From an optimization exercise on the open Yosys and OpenROAD flow, aimed at small area and a short achievable clock period; shortcuts taken in it are not production practice.
Only simulation tests tie the RTL to the original design; equivalence was not proved.
No activity file was given, so power comes from the tool's default toggle rates.

## lane 1
==> flow/design.v <==
module ALU (
    input  [31:0] SrcA, SrcB,
    input         Sub, IsAlu,
    input  [2:0]  Funct3,
    output [31:0] ALUResult, Sum
);
    wire [31:0] B = SrcB ^ {32{Sub}};
    wire [32:0] S = {SrcA, Sub} + {B, Sub};
    assign Sum = S[32:1];
    wire        Big = |SrcB[31:5];
    wire        Left = ~Funct3[2];
    wire [31:0] ARev;
    genvar i;
    generate
        for (i = 0; i < 32; i = i + 1) begin : rev
            assign ARev[i] = SrcA[31-i];
        end
    endgenerate
    wire [31:0] ShIn = Left ? ARev : SrcA;
    wire [31:0] ShOut = ShIn >> SrcB[4:0];
    wire [31:0] ShRev;
    generate
        for (i = 0; i < 32; i = i + 1) begin : rev2
            assign ShRev[i] = ShOut[31-i];
        end
    endgenerate
    wire selAdd = ~IsAlu | (Funct3 == 3'b000) | (Funct3[2:1] == 2'b01);
    wire selShl = IsAlu & (Funct3 == 3'b001) & ~Big;
    wire selShr = IsAlu & (Funct3 == 3'b101) & ~Big;
    wire selXor = IsAlu & (Funct3 == 3'b100);
    wire selOr  = IsAlu & (Funct3 == 3'b110);
    wire selAnd = IsAlu & (Funct3 == 3'b111);
    assign ALUResult = ({32{selAdd}} & Sum)
                     | ({32{selShl}} & ShRev)
                     | ({32{selShr}} & ShOut)
                     | ({32{selXor}} & (SrcA ^ SrcB))
                     | ({32{selOr}}  & (SrcA | SrcB))
                     | ({32{selAnd}} & (SrcA & SrcB));
endmodule
module Control_unit (
    input  [6:0] OP,
    input  [2:0] funct3,
    input        funct7,
    output       RegWrite, MemWrite, ALUSrc, ResultSrc, Sub, IsAlu, Halt, Branch
);
    assign RegWrite = (OP == 7'b0000011) | (OP == 7'b0110011) | (OP == 7'b0010011);
    assign MemWrite = (OP == 7'b0100011);
    assign Branch   = (OP == 7'b1100011);
    assign Halt     = (OP == 7'b0000000);
    assign ResultSrc = ~OP[4];                     
    assign ALUSrc    = ~OP[5] | (~OP[4] & ~OP[6]);  
    assign IsAlu     = OP[4];                      
    assign Sub       = OP[6] | (OP[5] & OP[4] & (funct3 == 3'b000) & funct7);
endmodule
module Register_file (
    input  [4:0]  A1, A2, A3,
    input  [31:0] WD3,
    input         CLK, WE3, reset,
    output reg [31:0] RD1, RD2
);
    reg [1023:0] regs;
    reg [31:0]   valid;
    wire [31:0]  we = WE3 ? (32'd1 << A3) : 32'd0;
    genvar g;
    generate
        for (g = 0; g < 32; g = g + 1) begin : r
            always @(posedge CLK)
                if (we[g]) regs[32*g +: 32] <= WD3;
            always @(posedge CLK or negedge reset)
                if (!reset)     valid[g] <= 1'b0;
                else if (we[g]) valid[g] <= 1'b1;
        end
    endgenerate
    wire [31:0] s1 = valid & (32'd1 << A1);
    wire [31:0] s2 = valid & (32'd1 << A2);
    integer i;
    always @(*) begin
        RD1 = 32'd0;
        RD2 = 32'd0;
        for (i = 0; i < 32; i = i + 1) begin
            RD1 = RD1 | ({32{s1[i]}} & regs[32*i +: 32]);
            RD2 = RD2 | ({32{s2[i]}} & regs[32*i +: 32]);
        end
    end
endmodule
module PC_Register (
    input         clk, areset, load, PCSrc,
    input  [31:0] ImmB,
    output reg [31:0] PC
);
    wire [31:0] PC_next = PCSrc ? PC + ImmB : PC + 32'd4;
    always @(posedge clk or negedge areset)
        if (!areset)   PC <= 32'd0;
        else if (load) PC <= PC_next;
endmodule
module MIPS (
    input  [31:0] instr, ReadData,
    input         CLK_MIPS, reset_MIPS,
    output [31:0] ALUResult_MIPS, PC_MIPS,
    output [31:0] WriteData_MIPS,
    output        MemWrite_MIPS
);
    wire [6:0] op = instr[6:0];
    wire [2:0] f3 = instr[14:12];
    wire RegWrite, MemWrite, ALUSrc, ResultSrc, Sub, IsAlu, Halt, Branch;
    Control_unit U1 (
        .OP(op), .funct3(f3), .funct7(instr[30]),
        .RegWrite(RegWrite), .MemWrite(MemWrite), .ALUSrc(ALUSrc),
        .ResultSrc(ResultSrc), .Sub(Sub), .IsAlu(IsAlu),
        .Halt(Halt), .Branch(Branch)
    );
    wire [31:0] RD1, RD2, ALUResult, Sum;
    wire [31:0] Result = ResultSrc ? ReadData : ALUResult;
    Register_file U2 (
        .A1(instr[19:15]), .A2(instr[24:20]), .A3(instr[11:7]),
        .WD3(Result), .CLK(CLK_MIPS), .WE3(RegWrite), .reset(reset_MIPS),
        .RD1(RD1), .RD2(RD2)
    );
    wire [31:0] ImmIS = {{20{instr[31]}}, instr[31:25],
                         op[5] ? instr[11:7] : instr[24:20]};
    wire [31:0] SrcB = ALUSrc ? ImmIS : RD2;
    ALU U3 (
        .SrcA(RD1), .SrcB(SrcB), .Sub(Sub), .IsAlu(IsAlu), .Funct3(f3),
        .ALUResult(ALUResult), .Sum(Sum)
    );
    wire Zero = ~|Sum;
    reg PCSrc;
    always @(*) begin
        case (f3)
            3'b000:  PCSrc = Branch & Zero;
            3'b001:  PCSrc = Branch & ~Zero;
            3'b100:  PCSrc = Branch & Sum[31];
            default: PCSrc = 1'b0;
        endcase
    end
    wire [31:0] ImmB = {{20{instr[31]}}, instr[7], instr[30:25], instr[11:8], 1'b0};
    PC_Register U4 (
        .clk(CLK_MIPS), .areset(reset_MIPS), .load(~Halt),
        .PCSrc(PCSrc), .ImmB(ImmB), .PC(PC_MIPS)
    );
    assign ALUResult_MIPS = ALUResult;
    assign WriteData_MIPS = RD2;
    assign MemWrite_MIPS  = MemWrite;
endmodule
==> flow/config.mk <==
export PLATFORM = sky130hd
export DESIGN_NAME = MIPS
export DESIGN_NICKNAME = MIPS
export VERILOG_FILES = /design/flow/design.v
export SDC_FILE = /design/flow/constraint.sdc
export NUM_CORES = 4
export LEC_CHECK = 0
export ABC_CLOCK_PERIOD_IN_PS = 2500
export CAP_MARGIN = 20
export CORE_MARGIN = 2
export CORE_UTILIZATION = 30
export PLACE_DENSITY = 0.5
export SETUP_SLACK_MARGIN = 5
export SLEW_MARGIN = 20
==> flow/constraint.sdc <==
create_clock -name core_clock -period 17.0 [get_ports {CLK_MIPS}]
set_input_delay 3.4000 -clock core_clock [delete_from_list [all_inputs] [get_ports {CLK_MIPS}]]
set_output_delay 3.4000 -clock core_clock [all_outputs]
set_load 0.01 [all_outputs]
run.sh (not shown) runs the stock make flow with config.mk's settings and CLKGATE_MAP_FILE= SYNTH_SCRIPT=/design/flow/synth_recipe.tcl, a recipe that flattens the netlist after the stock synthesis.
Input-level comparison between lane 2 and lane 1:
- clearing ABC_CLOCK_PERIOD_IN_PS, which used to be 2500
- clearing SETUP_SLACK_MARGIN, which used to be 5
- From lane 1 to lane 2 the numbers moved as follows: final cycle utilization of the critical path increased 20 points; number of nets at the end of the flow dropped 7.4%; slew at the pin closest to its max-slew limit +0.12 ns.
- Diff lane 1 -> lane 2: layout inverter count without the clock tree lost 1; switching power summed over all nets lost about 4.4%.
- Compared with lane 1, lane 2 shows a post-route cell area that is 8.6% lower.
- The combinational logic power number comes out higher for lane 1 vs lane 2.

== umber ==
MIPS, a different RTL version from the one above (not shown whole).
For scale: about 4800 cells after synthesis, ~1100 flip-flops, ~54000 sq um of cells after synthesis.
export LEC_CHECK = 0
export CAP_MARGIN = 20
export CORE_MARGIN = 2
export CORE_UTILIZATION = 35
export PLACE_DENSITY = 0.55
export SETUP_SLACK_MARGIN = 5
export SLEW_MARGIN = 20
create_clock -name core_clock -period 17.0 [get_ports {CLK_MIPS}]
standard.sh (not shown) runs the stock make flow with config.mk's settings and CLKGATE_MAP_FILE= SYNTH_SCRIPT=/design/flow/synth_recipe.tcl, a recipe that flattens the netlist after the stock synthesis.
==> flow/flow/run.sh <==
#!/bin/bash
# Own flow: the standard layout (standard.sh), with these make settings
# given after the standard flow's own so that they take precedence:
#  - synthesis: no full/half-adder cells (ADDER_MAP_FILE empty), so that abc
#    sees the adders' timing, and abc's mapping script replaced by
#    flow/abc_speed.script (delay-targeted map with area recovery). The flow
#    scripts are copied unchanged apart from that one abc script.
#  - port buffers are buf_2 (the default pick is a delay cell), and the
#    resizer may change a cell's footprint, so it can size them up
#  - CTS without dummy loads, with clkbuf_16 clusters of up to 32 sinks
#    within 60 um
#  - setup margin 5.5 ns for the resizer's timing repair, which works on
#    the worst path only (TNS_END_PERCENT 0)
#  - global placement without the routability mode
set -euo pipefail
cd "$(dirname "$0")/.."
W=$(pwd)
rm -rf "$W/scripts_mod"
cp -r "$FLOW_HOME/scripts" "$W/scripts_mod"
cp "$W/flow/abc_speed.script" "$W/scripts_mod/abc_speed.script"
bash standard.sh \
  "SCRIPTS_DIR=$W/scripts_mod" \
  "ADDER_MAP_FILE=" \
  "BUFFER_PORTS_ARGS=-buffer_cell sky130_fd_sc_hd__buf_2" \
  "MATCH_CELL_FOOTPRINT=0" \
  "SETUP_SLACK_MARGIN=5.5" \
  "TNS_END_PERCENT=0" \
  "GPL_ROUTABILITY_DRIVEN=0" \
  "CTS_ARGS=-sink_clustering_enable -repair_clock_nets -dont_use_dummy_load -buf_list sky130_fd_sc_hd__clkbuf_16 -sink_clustering_size 32 -sink_clustering_max_diameter 60" \
  finish > flow_standard.log 2>&1
==> flow/flow/abc_speed.script <==
strash
dch -f
map -D 3500
topo
stime -c
buffer -c
upsize -c -D 3500
dnsize -c -D 3500
[inputs] ember vs umber
-- flow/flow/run.sh --
<<< umber, line 11
#    within 60 um
#  - setup margin 5.5 ns for the resizer's timing repair, which works on
#    the worst path only (TNS_END_PERCENT 0)
#  - global placement without the routability mode
set -euo pipefail
>>> ember, line 11
#    within 60 um
#  - setup margin 5.25 ns for the resizer's timing repair, which works on
#    the worst path only (TNS_END_PERCENT 0)
set -euo pipefail
<<< umber, line 25
  "MATCH_CELL_FOOTPRINT=0" \
  "SETUP_SLACK_MARGIN=5.5" \
  "TNS_END_PERCENT=0" \
  "GPL_ROUTABILITY_DRIVEN=0" \
  "CTS_ARGS=-sink_clustering_enable -repair_clock_nets -dont_use_dummy_load -buf_list sky130_fd_sc_hd__clkbuf_16 -sink_clustering_size 32 -sink_clustering_max_diameter 60" \
>>> ember, line 24
  "MATCH_CELL_FOOTPRINT=0" \
  "SETUP_SLACK_MARGIN=5.25" \
  "TNS_END_PERCENT=0" \
  "CTS_ARGS=-sink_clustering_enable -repair_clock_nets -dont_use_dummy_load -buf_list sky130_fd_sc_hd__clkbuf_16 -sink_clustering_size 32 -sink_clustering_max_diameter 60" \
### Flow results
The core of ember is less densely filled than that of umber.
Per the comparison of ember with umber, maximum cell stage delay along the critical path now sits higher; antenna diode count now sits higher; mapped cell area now sits at about the same level; count of clock-net buffers in the final layout now sits higher.
What quartz does differently from ember at the input level:
-- flow/flow/run.sh --
<<< ember, line 11
#    within 60 um
#  - setup margin 5.25 ns for the resizer's timing repair, which works on
#    the worst path only (TNS_END_PERCENT 0)
>>> quartz, line 11
#    within 60 um
#  - setup margin 5.75 ns for the resizer's timing repair, which works on
#    the worst path only (TNS_END_PERCENT 0)
<<< ember, line 24
  "MATCH_CELL_FOOTPRINT=0" \
  "SETUP_SLACK_MARGIN=5.25" \
  "TNS_END_PERCENT=0" \
>>> quartz, line 24
  "MATCH_CELL_FOOTPRINT=0" \
  "SETUP_SLACK_MARGIN=5.75" \
  "TNS_END_PERCENT=0" \
Notes after the runs:
quartz: done, clean on timing, DRC and antenna
Overall routing resource usage: quartz vs ember — no meaningful difference
[quartz] relative contribution of combinational cells to total power rose 1.8 points relative to ember
Compared with ember, quartz is the more power-hungry design.
Looking at final critical-path required period, quartz sits 0.48 ns lower than ember does.
Going from ember to quartz, the headroom to the max-slew limit was found to have gone down by 0.50 points.
When the final numbers for ember and quartz were put side by side, the fraction of cell area in non-clock buffers turned out to be greater in quartz.
### quartz -> delta
-- flow/flow/run.sh --
<<< quartz, line 11
#    within 60 um
#  - setup margin 5.75 ns for the resizer's timing repair, which works on
#    the worst path only (TNS_END_PERCENT 0)
set -euo pipefail
>>> delta, line 11
#    within 60 um
#  - setup margin 5.5 ns for the resizer's timing repair
set -euo pipefail
<<< quartz, line 24
  "MATCH_CELL_FOOTPRINT=0" \
  "SETUP_SLACK_MARGIN=5.75" \
  "TNS_END_PERCENT=0" \
  "CTS_ARGS=-sink_clustering_enable -repair_clock_nets -dont_use_dummy_load -buf_list sky130_fd_sc_hd__clkbuf_16 -sink_clustering_size 32 -sink_clustering_max_diameter 60" \
>>> delta, line 23
  "MATCH_CELL_FOOTPRINT=0" \
  "SETUP_SLACK_MARGIN=5.5" \
  "CTS_ARGS=-sink_clustering_enable -repair_clock_nets -dont_use_dummy_load -buf_list sky130_fd_sc_hd__clkbuf_16 -sink_clustering_size 32 -sink_clustering_max_diameter 60" \
Results
There was hardly any difference in first-pass GRT wire length between quartz and delta.
Power after layout | delta below quartz
Looking at termination of the worst setup path, the ALUResult_MIPS[15] result is from quartz; the ALUResult_MIPS[21] one comes from delta.
delta reports a higher portion of total power attributed to the clock network than quartz does.
Summary: clock period minus final worst setup slack, delta worse than quartz
In the tables for quartz and delta, number of standard cells in the layout, taps in and fillers out reads higher with quartz.

## re-timing with driven ports
The flow's constraints put no driver on any port. The routed layouts listed below were extracted and timed again, unchanged, in two steps.
Step 1: set_driving_cell puts a clkbuf_16 on CLK_MIPS and a buf_2 on each other input, an assumption about the parent block.
Step 2 also shifts input and output timing later by t, the mid clock arrival at the registers, as if the neighbouring blocks saw the same clock.
Three values: ideal ports, drivers, drivers and shift; two values: the first two.
run | t (ns) | setup WS [ns] | clock arrival spread, ns
lane 1 | 0.849 | 4.855 / 4.743 / 4.333 | 0.112 / 0.112
lane 2 | 0.857 | 1.534 / 1.468 / 1.468 | 0.078 / 0.078
umber | 0.775 | 5.382 / 5.333 / 5.333 | 0.102 / 0.102
ember | 0.775 | 5.180 / 5.128 / 5.128 | 0.110 / 0.110
quartz | 0.774 | 5.657 / 5.624 / 5.624 | 0.106 / 0.107
delta | 0.769 | 5.499 / 5.442 / 5.442 | 0.112 / 0.112
After both steps setup and hold are still met in every run listed. The setup slack of lane 1, which loses most, moves by -0.112 ns with the drivers and by -0.522 ns with both steps.
